Context: an optimization exercise on an open-source flow, tuned for a short achievable clock period and few clock cycles. The choices shown serve that exercise and are no tape-out recipe. Only simulation tests tie the RTL to the original design; equivalence was not proved. No activity file was given, so power comes from the tool's default toggle rates.

==> design.v <==
module multi_cpu(
    input wire clk,
    input wire reset,
    output wire [31:0] imem_addr,
    input wire [31:0] imem_rdata,
    output wire [31:0] dmem_addr,
    output wire [31:0] dmem_wdata,
    output wire dmem_we,
    input wire [31:0] dmem_rdata,
    output wire halted
    );
reg [31:0] pc;
reg        halt_r;
reg        x_valid;
reg [4:0]  x_dest;       
reg [31:0] x_a;          
reg [31:0] x_op2;        
reg [31:0] x_opn;        
reg [31:0] x_sd;         
reg        x_sub;
reg        x_rsum, x_ror, x_rand, x_rsll, x_rslt;
reg [4:0]  x_sa;
reg [31:0] x_pc4;
reg [31:0] x_imm;        
reg [31:0] x_pc;
reg        x_beq, x_bne, x_bgtz, x_jr, x_sw, x_lw, x_halt;
reg        x_pred;       
reg [31:0] x_jrpred;     
reg        btb_v;
reg [31:0] btb_pc, btb_tgt;
reg [4:0]  m_dest;
reg [31:1] m_wen;        
reg [31:0] m_res;
reg [31:0] m_sd;
reg        m_we;
reg        m_lw;
reg [31:0] rf [1:31];
assign imem_addr  = pc;
assign dmem_addr  = m_res;
assign dmem_wdata = m_sd;
assign dmem_we    = m_we;
assign halted     = halt_r;
wire [31:0] wb = m_lw ? dmem_rdata : m_res;    
wire [32:0] sum33 = {x_a, 1'b1} + {x_opn, x_sub};
wire [31:0] sum = sum33[32:1];
wire lt = (x_a[31] ^ x_op2[31]) ? x_a[31] : sum[31];
wire eq = (x_a == x_op2);
wire [31:0] c31 = {1'b0, x_a[30:0]} + {1'b0, x_opn[30:0]} + 32'd1;
wire dneg = x_a[31] ^ x_opn[31] ^ c31[31];
wire [31:0] res_other = ({32{x_ror}}  & (x_a | x_op2)) |
                        ({32{x_rand}} & (x_a & x_op2)) |
                        ({32{x_rsll}} & (x_op2 << x_sa)) |
                        {31'b0, x_rslt & lt};
wire [31:0] res = x_rsum ? sum : res_other;
wire br_taken = (x_beq & eq) | (x_bne & ~eq) | (x_bgtz & ~eq & ~dneg);
wire br_miss = (x_beq | x_bne | x_bgtz) & (br_taken ^ x_pred);
wire jr_miss = x_jr & (x_a != x_jrpred);
wire redirect = x_valid & (br_miss | jr_miss);
wire [31:0] x_bt = x_pc4 + {x_imm[29:0], 2'b00};
wire [31:0] redir_pc = x_jr ? x_a : x_pred ? x_pc4 : x_bt;
wire [31:0] ins = imem_rdata;
wire [5:0] op = ins[31:26];
wire [4:0] f_rs = ins[25:21];
wire [4:0] f_rt = ins[20:16];
wire [4:0] f_rd = ins[15:11];
wire op_add  = (op == 6'b000000);
wire op_sub  = (op == 6'b000001);
wire op_addi = (op == 6'b000010);
wire op_or   = (op == 6'b010000);
wire op_and  = (op == 6'b010001);
wire op_ori  = (op == 6'b010010);
wire op_sll  = (op == 6'b011000);
wire op_slt  = (op == 6'b100110);
wire op_slti = (op == 6'b100111);
wire op_sw   = (op == 6'b110000);
wire op_lw   = (op == 6'b110001);
wire op_beq  = (op == 6'b110100);
wire op_bne  = (op == 6'b110101);
wire op_bgtz = (op == 6'b110110);
wire op_j    = (op == 6'b111000);
wire op_jr   = (op == 6'b111001);
wire op_jal  = (op == 6'b111010);
wire op_halt = (op == 6'b111111);
wire f_rtype = op_add | op_sub | op_or | op_and | op_slt | op_sll;
wire f_itype = op_addi | op_ori | op_slti | op_lw;
wire f_br    = op_beq | op_bne | op_bgtz;
wire [4:0] f_dest = f_rtype ? f_rd : f_itype ? f_rt : op_jal ? 5'd31 : 5'd0;
wire f_use_rs = (f_rtype & ~op_sll) | f_itype | op_sw | f_br | op_jr;
wire f_use_rt = f_rtype | op_sw | f_br;
wire f_sub  = op_sub | op_slt | op_slti | f_br;
wire f_bimm = f_itype | op_sw | op_jal;
wire [31:0] pc4 = pc + 32'd4;
wire [31:0] f_sext = {{16{ins[15]}}, ins[15:0]};
wire [31:0] f_imm  = op_jal ? pc4 : op_ori ? {16'b0, ins[15:0]} : f_sext;
wire dep_xa = x_valid & (x_dest != 5'd0) & (f_rs == x_dest);
wire dep_xb = x_valid & (x_dest != 5'd0) & (f_rt == x_dest);
wire dep_ma = (m_dest != 5'd0) & (f_rs == m_dest);
wire dep_mb = (m_dest != 5'd0) & (f_rt == m_dest);
wire [31:0] rfz [0:31];            
assign rfz[0] = 32'd0;
genvar g;
generate
    for (g = 1; g < 32; g = g + 1) begin : rd
        assign rfz[g] = rf[g];
    end
endgenerate
wire [31:0] rf_a = rfz[f_rs];
wire [31:0] rf_b = rfz[f_rt];
wire [31:0] f_b = dep_xb ? res : dep_mb ? wb : rf_b;
wire a_res = ~op_jal & dep_xa;
wire a_wb  = ~op_jal & ~dep_xa & dep_ma;
wire a_rf  = ~op_jal & ~dep_xa & ~dep_ma;
wire b_imm = f_bimm;
wire b_res = ~f_bimm & dep_xb;
wire a_rs = a_res & x_rsum;
wire a_ro = a_res & ~x_rsum;
wire b_rs = b_res & x_rsum;
wire b_ro = b_res & ~x_rsum;
wire b_wb  = ~f_bimm & ~dep_xb & dep_mb;
wire b_rf  = ~f_bimm & ~dep_xb & ~dep_mb;
wire [31:0] f_a   = ({32{a_rs}} & sum) | ({32{a_ro}} & res_other) |
                    ({32{a_wb}} & wb) | ({32{a_rf}} & rf_a);
wire [31:0] f_op2 = ({32{b_imm}} & f_imm) | ({32{b_rs}} & sum) | ({32{b_ro}} & res_other) |
                    ({32{b_wb}} & wb) | ({32{b_rf}} & rf_b);
wire bp = ~f_sub;
wire bn = f_sub;
wire [31:0] f_opn = ({32{b_imm & bp}} & f_imm)     | ({32{b_imm & bn}} & ~f_imm) |
                    ({32{b_rs & bp}} & sum)        | ({32{b_rs & bn}} & ~sum) |
                    ({32{b_ro & bp}} & res_other)  | ({32{b_ro & bn}} & ~res_other) |
                    ({32{b_wb & bp}} & wb)         | ({32{b_wb & bn}} & ~wb) |
                    ({32{b_rf & bp}} & rf_b)       | ({32{b_rf & bn}} & ~rf_b);
wire f_stall = x_valid & x_lw & ((f_use_rs & dep_xa) | (f_use_rt & dep_xb));
wire f_pred = btb_v & (pc == btb_pc);
wire [31:0] f_jrpred = dep_xa ? sum : dep_ma ? wb : rf[31];
wire kill_f = redirect | (x_valid & x_halt) | halt_r;
wire f_go = ~kill_f & ~f_stall;
always @(posedge clk or posedge reset) begin
    if (reset)
        pc <= 32'd0;
    else if (redirect)
        pc <= redir_pc;
    else if (f_stall)
        pc <= pc;
    else if (op_j | op_jal)
        pc <= {pc4[31:28], ins[25:0], 2'b00};
    else if (f_pred)
        pc <= btb_tgt;
    else if (op_jr)
        pc <= f_jrpred;
    else
        pc <= pc4;
end
always @(posedge clk or posedge reset) begin
    if (reset)
        btb_v <= 1'b0;
    else if (x_valid & br_taken & ~x_pred & x_imm[31])
        btb_v <= 1'b1;
end
always @(posedge clk) begin
    if (x_valid & br_taken & ~x_pred & x_imm[31]) begin
        btb_pc  <= x_pc;
        btb_tgt <= x_bt;
    end
end
always @(posedge clk or posedge reset) begin
    if (reset)
        halt_r <= 1'b0;
    else if (x_valid & x_halt)
        halt_r <= 1'b1;
end
always @(posedge clk or posedge reset) begin
    if (reset)
        x_valid <= 1'b0;
    else
        x_valid <= f_go;
end
always @(posedge clk) begin
    x_dest <= f_dest;
    x_a    <= f_a;
    x_op2  <= f_op2;
    x_opn  <= f_opn;
    x_imm  <= f_sext;
    x_sd   <= f_b;
    x_sub  <= f_sub;
    x_rsum <= op_add | op_sub | op_addi | op_lw | op_sw | op_jal;
    x_ror  <= op_or | op_ori;
    x_rand <= op_and;
    x_rsll <= op_sll;
    x_rslt <= op_slt | op_slti;
    x_sa   <= ins[10:6];
    x_pc4  <= pc4;
    x_beq  <= op_beq;
    x_bne  <= op_bne;
    x_bgtz <= op_bgtz;
    x_jr   <= op_jr;
    x_sw   <= op_sw;
    x_lw   <= op_lw;
    x_halt <= op_halt;
    x_pred <= f_pred;
    x_pc   <= pc;
    x_jrpred <= f_jrpred;
end
integer i, j;
always @(posedge clk or posedge reset) begin
    if (reset) begin
        m_we   <= 1'b0;
        m_dest <= 5'd0;
        m_wen  <= 31'd0;
    end else begin
        m_we   <= x_valid & x_sw;
        m_dest <= x_valid ? x_dest : 5'd0;
        for (i = 1; i < 32; i = i + 1)
            m_wen[i] <= x_valid & (x_dest == i);
    end
end
always @(posedge clk) begin
    m_res <= res;
    m_sd  <= x_sd;
    m_lw  <= x_lw;
end
always @(posedge clk or posedge reset) begin
    if (reset) begin
        for (j = 1; j < 32; j = j + 1)
            rf[j] <= 32'd0;
    end else begin
        for (j = 1; j < 32; j = j + 1)
            if (m_wen[j])
                rf[j] <= wb;
    end
end
endmodule
==> run.sh <==
#!/bin/bash
# synth_recipe.tcl (not shown) runs the flow's synth.tcl, then flattens the netlist and writes it again
# the make line also repeats each setting of config.mk as NAME=value (left out here)
make -C /OpenROAD-flow-scripts/flow DESIGN_CONFIG=/design/flow/config.mk WORK_HOME=/design/flow/orfs CLKGATE_MAP_FILE= SYNTH_SCRIPT=/design/flow/synth_recipe.tcl finish
==> config.mk <==
export PLATFORM = sky130hd
export DESIGN_NAME = multi_cpu
export DESIGN_NICKNAME = multi_cpu
export VERILOG_FILES = /design/flow/design.v
export SDC_FILE = /design/flow/constraint.sdc
export NUM_CORES = 4
export LEC_CHECK = 0
export ABC_CLOCK_PERIOD_IN_PS = 2800
export CAP_MARGIN = 20
export CORE_MARGIN = 2
export CORE_UTILIZATION = 30
export SETUP_SLACK_MARGIN = 5
export SLEW_MARGIN = 20
==> constraint.sdc <==
create_clock -name core_clock -period 8.0 [get_ports {clk}]
set_input_delay 1.6000 -clock core_clock [delete_from_list [all_inputs] [get_ports {clk}]]
set_output_delay 1.6000 -clock core_clock [all_outputs]
set_load 0.01 [all_outputs]
==> results of run 1 <==
worst max path at each step:
stage | from | endpoint | depth (start not counted)
CTS | imem_rdata[20] | x_opn[31] | 12
global route | imem_rdata[16] | x_opn[31] | 15
global placement | imem_rdata[19] | x_opn[31] | 14
floorplan | reset | btb_v | 1
detailed placement | imem_rdata[19] | x_opn[3] | 13
finish | imem_rdata[18] | x_opn[31] | 13
cell families after synthesis:
group                    share of synthesized area, %
AO/OA/AOI/OAI                                   24.27
flip-flops                                      48.12
buffers and inverters                           4.768
AND/OR/NAND/NOR                                 15.89
XOR/XNOR                                        2.051
adder cells (fa/ha/maj)                         2.227
multiplexers                                    2.663
sequential cells by signal (all words and copies together) (netlist names), 5 cells and up:
| register | count |
|---|---|
| btb_pc | 32 |
| btb_tgt | 30 |
| m_dest | 5 |
| m_res | 32 |
| m_sd | 32 |
| m_wen | 31 |
| pc | 32 |
| rf | 992 |
| x_a | 32 |
| x_dest | 5 |
| x_imm | 16 |
| x_jrpred | 32 |
| x_op2 | 32 |
| x_opn | 32 |
| x_pc | 32 |
| x_pc4 | 30 |
| x_sd | 32 |
where the power goes:
group	switching (uW)	total, uW	internal, uW
sequential	1730	10600	8830
clock	3520	8160	4640
combinational	4740	7890	3150
layout by cell type (no fill, tap or decap), drive strengths merged, types with 62 or more instances in the layout:
cell / count
a21oi: 1171
a221oi: 187
a22o: 182
a22oi: 420
and3: 179
buf: 961
clkbuf: 235
dfrtp: 1064
dfxtp: 322
edfxtp: 62
ha: 126
inv: 151
mux2i: 84
nand2: 390
nand3: 242
nand4: 149
nor2: 1262
nor3: 72
o211ai: 72
o21ai: 181
xor2: 109
cell type report:
type	count	share of cell area, %
multi-input combinational	5665	40.81
inverter	146	0.5903
sequential	1448	36.10
clock inverter	89	1.110
timing repair buffer	1046	12.45
clock buffer	217	4.736
antenna	48	0.1229
tap	3185	4.078
what timing repair did:
action	CTS	global route
pin swaps	292	261
gates resized for setup	1655	425
setup endpoints to repair	396	343
gates cloned	52	15
buffers inserted	428	146
per-stage QoR:
step                util [%]  total power [uW]
finish                 40.62             26610
global route           40.59             27310
CTS                    39.06             25610
detailed placement     32.63             16450
global placement       32.61             16360
floorplan                  -             13650
routing by layer:
metal  vias up  wire [um]
met1     38480     152100
met5         -       1126
met2      8114     177000
met4        41      49160
met3      2955      69560
li1      30450          -
==> results by group, run 1 <==
GRT
  • Top Usage Layer GRT: met2
  • Grt met1 use: 40.33%
  • Global Route Usage Sum: 34.64%
  • Antenna violations before repair: 50
  • Met2 Use GR: 48.31%
  • GR Layer Usage met3: 16.38%
  • First-pass GRT wire length: 597300 um
  • Largest net degree at the start of global routing: 160
  • Vias in the first global route: 72.63k
  • GR Overflow Total: 0

Logic synthesis
  • Sequential area share after synthesis: 48.12%
  • Synth warnings: 2
  • Async set or reset register ratio after synthesis: 73.48%
  • Yosys top cell area share: 36.68%
  • #FFs+latches synth: 1448
  • Yosys cell types: 98
  • Most frequent cells after synthesis: nor2_1 (1261), a21oi_1 (1170), dfrtp_1 (1064)
  • Post-synthesis cell count: 7980
  • Synth Net Count: 8174
  • Syn Area/Cell: 9.096 um2
  • Count leader, synth: nor2_1
  • Most used DFF post-synth: dfrtp_1
  • Synth area leader: dfrtp_1
  • Number of synthesized flops with an enable pin: 62
  • Synth area leaders: dfrtp_1 (37%), dfxtp_1 (8.9%), a21oi_1 (8.1%)
  • Syn Std Cell Area: 0.07259 mm2

Clocking
  • Root buffer cell: clkbuf_16
  • Longest Clk Path Bufs: 3
  • Clock slew at reported path FFs: 0.07 ns
  • Clk sinks: 1448
  • Number of hold buffers added after cts: 0
  • Clock Latency Late Sink: 0.89 ns
  • H-tree levels: 4
  • CTS tree: done
  • Clock buffer count from CTS: 163

Critical path
  • Path depth of the worst reg2reg path: 13
  • Most used cell, CP: buf_4
  • Critical Path Start Type: input port
  • Critical Path Sink Type: flop
  • Critical Path, Cell by Cell: buf_16 -> buf_4 -> nand3_2 -> nor2_4 -> buf_8 -> a22oi_2 -> nand4_1 -> nor4_4 -> buf_4 -> mux2i_1 -> mux2_4 -> o21ba_4 -> a211o_1
  • R2R Path Start: x_a[4]
  • Crit-path slowest cell: nor4_4
  • WP data arrival: 4.53 ns
  • Slowest Stage Delay on Critical Path: 0.58 ns
  • Buffers & Inverters on Critical Path: 4
  • RR Endpoint: pc[1]
  • R2R Setup Slk: 4.45 ns
  • Crit path max fanout: 13
  • Critical path required time: 8.72 ns
  • Critical Setup Path Class: in -> reg
  • Top Family by Delay on Critical Path: simple AND/OR/NAND/NOR gates

Layout
  • Final Cell Area: 0.09772 mm2
  • Layout cells sized above 1: 26.15%
  • Layout Nets: 8664
  • Fillers: 23.07k
  • Area growth syn-to-layout: 34.61%
  • Non-filler instance count after layout: 11.84k
  • Register area: 0.03528 mm2
  • Multi-input logic area: 0.03988 mm2

Placed design
  • Area post-placement: 0.07849 mm2
  • Routability cong.: 1.023
  • Post-DP HPWL: 268000 um
  • Pre-CTS WS: 1.554 ns
  • PortBufs: 163
  • Placed Instances: 10.85k

Detailed routing
  • WL per Instance: 37.90 um
  • Vias/cell: 6.758
  • First-pass detailed-route iteration total: 15
  • DRT iter0 DRCs: 15.68k
  • Routed vias: 80.04k
  • Drc violations: 0
  • Routed WL: 448900 um
  • Post-route antenna net violation count: 0

Min path
  • Hold path endpoint: m_sd[8]
  • Min-delay worst type: reg -> reg
  • Hold Path Origin: x_sd[8]
  • Hold Path Depth: 0

Timing
  • Fin crit share: 47.54%
  • Fmax: 262.9 MHz
  • Fin. Hold Viols: 0
  • Worst slew margin: 20.09%
  • Slew @ Worst Pin: 1.199 ns
  • Hold slack: 0.3342 ns
  • Count of pins over their slew limit: 0
  • Final clock skew: 0.07685 ns
  • Minimum clock period after layout: 3.803 ns
  • Unrepaired setup endpoints after global routing: yes
  • Setup TNS: 0 ns
  • Setup ws final: 4.197 ns
  • Finish-stage setup viols: 0

Run
  • Max Cap Viol: 0

Floorplan
  • Core ar.: 0.2405 mm2
  • Die area: 0.2459 mm2
  • Chip width: 495.9 um
  • Initial Utilization: 30.18%
  • Row count: 180
  • I/O Pins: 164
  • Die Ht: 495.9 um

Run status
  • Status: no timing/DRC/antenna violations

Power and ir drop
  • Cell area power density: 272.3 mW/mm2
  • VDD IR max: 0.2637 mV
  • Lkg Pwr: 0.03806 uW
Testbench counts, summed over its fixed seeds: cycles 23,578.
==> inputs of run 2 (changes only) <==
--- a/design.v
+++ b/design.v
@@ -15,8 +15,6 @@
 reg [4:0]  x_dest;       
 reg [31:0] x_a;          
 reg [31:0] x_op2;        
-reg [31:0] x_opn;        
-reg [31:0] x_sd;         
 reg        x_sub;
 reg        x_rsum, x_ror, x_rand, x_rsll, x_rslt;
 reg [4:0]  x_sa;
@@ -25,6 +23,7 @@
 reg [31:0] x_pc;
 reg        x_beq, x_bne, x_bgtz, x_jr, x_sw, x_lw, x_halt;
 reg        x_pred;       
+reg        x_meq, x_mne, x_mgt, x_mgf;
 reg [31:0] x_jrpred;     
 reg        btb_v;
 reg [31:0] btb_pc, btb_tgt;
@@ -41,21 +40,23 @@
 assign dmem_we    = m_we;
 assign halted     = halt_r;
 wire [31:0] wb = m_lw ? dmem_rdata : m_res;    
+wire [31:0] x_opn = x_sub ? ~x_op2 : x_op2;
 wire [32:0] sum33 = {x_a, 1'b1} + {x_opn, x_sub};
 wire [31:0] sum = sum33[32:1];
 wire lt = (x_a[31] ^ x_op2[31]) ? x_a[31] : sum[31];
 wire eq = (x_a == x_op2);
-wire [31:0] c31 = {1'b0, x_a[30:0]} + {1'b0, x_opn[30:0]} + 32'd1;
-wire dneg = x_a[31] ^ x_opn[31] ^ c31[31];
+wire [31:0] c31 = {1'b0, x_a[30:0]} + {1'b0, ~x_op2[30:0]} + 32'd1;
+wire dneg = x_a[31] ^ ~x_op2[31] ^ c31[31];
 wire [31:0] res_other = ({32{x_ror}}  & (x_a | x_op2)) |
                         ({32{x_rand}} & (x_a & x_op2)) |
                         ({32{x_rsll}} & (x_op2 << x_sa)) |
                         {31'b0, x_rslt & lt};
 wire [31:0] res = x_rsum ? sum : res_other;
+wire [31:0] maddr = x_a + x_imm;               
 wire br_taken = (x_beq & eq) | (x_bne & ~eq) | (x_bgtz & ~eq & ~dneg);
-wire br_miss = (x_beq | x_bne | x_bgtz) & (br_taken ^ x_pred);
 wire jr_miss = x_jr & (x_a != x_jrpred);
-wire redirect = x_valid & (br_miss | jr_miss);
+wire redirect = x_valid & ((eq & x_meq) | (~eq & x_mne) | (~eq & ~dneg & x_mgt) |
+                           (~eq & dneg & x_mgf) | jr_miss);
 wire [31:0] x_bt = x_pc4 + {x_imm[29:0], 2'b00};
 wire [31:0] redir_pc = x_jr ? x_a : x_pred ? x_pc4 : x_bt;
 wire [31:0] ins = imem_rdata;
@@ -88,7 +89,7 @@
 wire f_use_rs = (f_rtype & ~op_sll) | f_itype | op_sw | f_br | op_jr;
 wire f_use_rt = f_rtype | op_sw | f_br;
 wire f_sub  = op_sub | op_slt | op_slti | f_br;
-wire f_bimm = f_itype | op_sw | op_jal;
+wire f_bimm = f_itype | op_jal;
 wire [31:0] pc4 = pc + 32'd4;
 wire [31:0] f_sext = {{16{ins[15]}}, ins[15:0]};
 wire [31:0] f_imm  = op_jal ? pc4 : op_ori ? {16'b0, ins[15:0]} : f_sext;
@@ -106,7 +107,6 @@
 endgenerate
 wire [31:0] rf_a = rfz[f_rs];
 wire [31:0] rf_b = rfz[f_rt];
-wire [31:0] f_b = dep_xb ? res : dep_mb ? wb : rf_b;
 wire a_res = ~op_jal & dep_xa;
 wire a_wb  = ~op_jal & ~dep_xa & dep_ma;
 wire a_rf  = ~op_jal & ~dep_xa & ~dep_ma;
@@ -122,15 +122,8 @@
                     ({32{a_wb}} & wb) | ({32{a_rf}} & rf_a);
 wire [31:0] f_op2 = ({32{b_imm}} & f_imm) | ({32{b_rs}} & sum) | ({32{b_ro}} & res_other) |
                     ({32{b_wb}} & wb) | ({32{b_rf}} & rf_b);
-wire bp = ~f_sub;
-wire bn = f_sub;
-wire [31:0] f_opn = ({32{b_imm & bp}} & f_imm)     | ({32{b_imm & bn}} & ~f_imm) |
-                    ({32{b_rs & bp}} & sum)        | ({32{b_rs & bn}} & ~sum) |
-                    ({32{b_ro & bp}} & res_other)  | ({32{b_ro & bn}} & ~res_other) |
-                    ({32{b_wb & bp}} & wb)         | ({32{b_wb & bn}} & ~wb) |
-                    ({32{b_rf & bp}} & rf_b)       | ({32{b_rf & bn}} & ~rf_b);
 wire f_stall = x_valid & x_lw & ((f_use_rs & dep_xa) | (f_use_rt & dep_xb));
-wire f_pred = btb_v & (pc == btb_pc);
+wire f_pred = btb_v & (pc == btb_pc) & f_br;
 wire [31:0] f_jrpred = dep_xa ? sum : dep_ma ? wb : rf[31];
 wire kill_f = redirect | (x_valid & x_halt) | halt_r;
 wire f_go = ~kill_f & ~f_stall;
@@ -178,11 +171,9 @@
     x_dest <= f_dest;
     x_a    <= f_a;
     x_op2  <= f_op2;
-    x_opn  <= f_opn;
     x_imm  <= f_sext;
-    x_sd   <= f_b;
     x_sub  <= f_sub;
-    x_rsum <= op_add | op_sub | op_addi | op_lw | op_sw | op_jal;
+    x_rsum <= op_add | op_sub | op_addi | op_jal;
     x_ror  <= op_or | op_ori;
     x_rand <= op_and;
     x_rsll <= op_sll;
@@ -197,6 +188,10 @@
     x_lw   <= op_lw;
     x_halt <= op_halt;
     x_pred <= f_pred;
+    x_meq  <= (op_beq & ~f_pred) | (op_bne & f_pred) | (op_bgtz & f_pred);
+    x_mne  <= (op_bne & ~f_pred) | (op_beq & f_pred);
+    x_mgt  <= op_bgtz & ~f_pred;
+    x_mgf  <= op_bgtz & f_pred;
     x_pc   <= pc;
     x_jrpred <= f_jrpred;
 end
@@ -214,8 +209,8 @@
     end
 end
 always @(posedge clk) begin
-    m_res <= res;
-    m_sd  <= x_sd;
+    m_res <= (x_lw | x_sw) ? maddr : res;
+    m_sd  <= x_op2;
     m_lw  <= x_lw;
 end
 always @(posedge clk or posedge reset) begin
==> results by group, run 2 <==
Run status
  • Status: no timing/DRC/antenna violations

Timing
  • Finish-stage setup viols: 0
  • Final clock skew: 0.06809 ns
  • Unrepaired setup endpoints after global routing: yes
  • Setup TNS: 0 ns
  • Minimum clock period after layout: 3.865 ns
  • Fmax: 258.7 MHz
  • Slew @ Worst Pin: 1.350 ns
  • Fin crit share: 48.31%
  • Worst slew margin: 9.986%
  • Fin. Hold Viols: 0
  • Count of pins over their slew limit: 0

Critical path
  • Critical Path, Cell by Cell: inv_1 -> ha_1 -> nor4_4 -> o31a_1 -> o31ai_2 -> a31oi_4 -> buf_12 -> nand4b_1 -> nand3_4 -> o31ai_4 -> buf_4 -> buf_8 -> buf_16 -> a21oi_2 -> a211o_1
  • Crit-path slowest cell: dfxtp_2
  • Path depth of the worst reg2reg path: 15
  • Crit path max fanout: 8
  • WP data arrival: 4.59 ns
  • R2R Setup Slk: 4.14 ns
  • R2R Path Start: x_a[6]
  • Slowest Stage Delay on Critical Path: 0.57 ns
  • Critical path required time: 8.72 ns
  • Critical Path Start Type: flop
  • Critical Path Sink Type: flop
  • Critical Setup Path Class: reg -> reg
  • RR Endpoint: pc[26]

GRT
  • Antenna violations before repair: 34
  • GR Overflow Total: 0
  • First-pass GRT wire length: 580900 um
  • Global Route Usage Sum: 34.03%
  • Largest net degree at the start of global routing: 159
  • Vias in the first global route: 71.08k

Run
  • Max Cap Viol: 0

Clocking
  • Clk sinks: 1388
  • Clock slew at reported path FFs: 0.06 ns
  • Number of hold buffers added after cts: 0
  • Longest Clk Path Bufs: 3
  • CTS tree: done
  • Root buffer cell: clkbuf_16
  • H-tree levels: 4
  • Clock Latency Late Sink: 0.87 ns
  • Clock buffer count from CTS: 148

Detailed routing
  • Met3 Routed Length: 71450 um
  • First-pass detailed-route iteration total: 18
  • Drc violations: 0
  • Metal-1 WL: 148400 um
  • WL met2: 166300 um
  • Vias/cell: 6.766
  • Routed vias: 77.69k
  • Top Layer Used: met5
  • Routed WL: 431500 um
  • Post-route antenna net violation count: 0
  • WL per Instance: 37.57 um
  • DRT iter0 DRCs: 17.13k

Logic synthesis
  • Syn Area/Cell: 9.215 um2
  • Most used DFF post-synth: dfrtp_1
  • Number of synthesized flops with an enable pin: 62
  • Yosys top cell area share: 37.38%
  • Mux contribution to synthesized area: 2.447%
  • Synth Area in Compound Gates: 26.42%
  • Yosys cell types: 94
  • Count leader, synth: nor2_1
  • Synth Area in Simple Gates: 13.46%
  • Syn Std Cell Area: 0.07123 mm2
  • Post-Synth XOR/XNOR Area: 2.656%
  • Largest family of logic cells by synthesized area: compound AO/OA/AOI/OAI gates
  • Most frequent cells after synthesis: nor2_1 (1301), a21oi_1 (1180), dfrtp_1 (1064)
  • Sequential area share after synthesis: 47.36%
  • Synth area leader: dfrtp_1
  • #FFs+latches synth: 1388
  • Synth Net Count: 7985
  • Synth Area in Adders: 3.341%
  • Async set or reset register ratio after synthesis: 76.66%
  • Post-synthesis cell count: 7730
  • Synth warnings: 2
  • Synth area leaders: dfrtp_1 (37%), a21oi_1 (8.3%), dfxtp_1 (7.4%)

Layout
  • Most frequent cells in the layout: nor2_1 (1220), a21oi_1 (1129), dfrtp_1 (1004), buf_4 (488), a22o_1 (333)
  • Top reg by flops: rf
  • Final core utilization: 40.15%
  • Multi-input logic area: 0.03983 mm2
  • Register area: 0.03413 mm2
  • Fillers: 22.77k
  • Layout cells sized above 1: 25.40%
  • Most common cell after layout, fill and taps aside: nor2_1
  • Layout Nets: 8439
  • Max reg flops: 992
  • Area growth syn-to-layout: 32.83%

Power and ir drop
  • Power Total: 26860 uW
  • P_sw: 10530 uW
  • VDD IR max: 0.2583 mV
  • Sw frac: 39.22%
  • Clock share of power: 27.6%
  • Combinational group share of total power: 34.1%
  • Lkg Pwr: 0.03662 uW
  • Sequential power share: 38.3%
  • Cell area power density: 283.9 mW/mm2
  • P_int: 16320 uW

Floorplan
  • Row count: 178
  • I/O Pins: 164
  • Initial Utilization: 30.23%
  • Die area: 0.2413 mm2
  • Core ar.: 0.2356 mm2
  • Chip width: 491.3 um
  • Die Ht: 491.3 um

Min path
  • Min-delay worst type: reg -> reg
  • Hold path endpoint: btb_pc[3]
  • Hold Path Origin: x_pc[3]
  • Hold Path Depth: 0

Placed design
  • PortBufs: 163
  • Post-DP HPWL: 254500 um
  • Routability cong.: 1.072
-- run 2: changes by cell type in the layout (fill, tap and decap cells not counted), sizes merged, moves of 82 or more --
cell	change
a221oi	+164
nand3	-82
and3	-153
a22oi	-162
xnor2	+87
nand2	-84
a22o	+152
-- run 2: final cells by class --
cell class                      instances  share of cell area (%)
Clock buffer                          202                   4.385
Tap cell                             3150                   4.166
Multi-Input combinational cell       5543                   42.09
Clock inverter                         71                   1.028
Sequential cell                      1388                   36.08
Inverter                              119                  0.4933
Antenna cell                           26                 0.06877
Timing Repair Buffer                  984                   11.69
-- run 2: kinds of logic after synthesis --
kind of cell / count (synthesis)
buf+inv: 808
simple gates: 2208
flops: 1388
compound gates: 2783
xor+xnor: 216
mux: 138
fa+ha+maj: 189
-- run 2: power by group through the flow --
stage                     Sequential (uW)  Clock (uW)  Combinational [uW]
after floorplan                      9480           0                4150
after global placement              10300           0                6390
final                               10300        7400                9170
after detailed placement            10300           0                6490
after CTS                           10100        7410                8360
after global routing                10300        7690                9540
-- run 2: timing repair --
item | in CTS | in global routing
gates resized for setup | 1576 | 325
pin swaps | 276 | 228
endpoints found under the setup margin | 369 | 286
gates cloned | 44 | 10
buffers inserted | 411 | 110
-- run 2: worst max-delay path by stage --
stage | from | slack (ns) | cells after the start | to
final | x_a[6] | 4.14 | 15 | pc[26]
after global routing | x_op2[28] | 4.05 | 15 | pc[27]
after CTS | x_a[25] | 4.17 | 13 | pc[14]
after detailed placement | imem_rdata[20] | 2.02 | 11 | x_op2[19]
after global placement | imem_rdata[20] | 1.88 | 12 | x_op2[27]
after floorplan | reset | -8.27 | 1 | btb_v
-- run 2: metrics by stage --
step                hold slack, ns  worst slack, ns  cell area [um2]  cells
floorplan                   0.3837           -8.273            71390   7730
global placement            0.3854            1.883            77420  10610
detailed placement          0.3887            2.018            77430  10610
CTS                         0.3855            4.169            91820  11340
global route                0.3996            4.045            94560  11460
finish                      0.3812            4.135            94610  11480
-- run 2: routing by layer --
metal / up-vias / GRT usage [%]
met2: 8100 / 46.16
met4: 42 / 25.11
met5: - / 1.687
li1: 29620 / -
met1: 37200 / 40.77
met3: 2724 / 17.16
-- run 2: worst max-delay path: cells and delay by family, from the launching register on --
family	cells	cell delay (ns)
buffers and inverters	5	0.69
DFF	1	0.57
and+or+nand+nor	3	0.84
AOI/OAI and AO/OA	6	1.27
adders and majority gates	1	0.35
Testbench counts of run 2, summed over its fixed seeds: cycles 23,578.

afterwards: timing with drivers on the ports:
The results above use ideal ports. As a check the final layouts listed here were re-extracted and re-timed, cells and wires unchanged.
Step 1, drivers: a clkbuf_16 drives clk and a buf_2 each remaining input, both assumed.
Step 2 also shifts input and output timing later by t, the mid clock arrival at the registers, as if the neighbouring blocks saw the same clock.
a / b / c = no drivers / after step 1 / after step 2; a / b = the first two.
run | t, ns | setup slack, ns | pins driven straight from the clock port
run 1 | 0.941 | 4.197 / 4.062 / 3.121 | 1
run 2 | 0.938 | 4.135 / 4.135 / 3.253 | 1
After both steps every run listed still meets setup and hold. The setup slack of run 1, which loses most, moves by -0.135 ns with the drivers and by -1.076 ns with both steps.
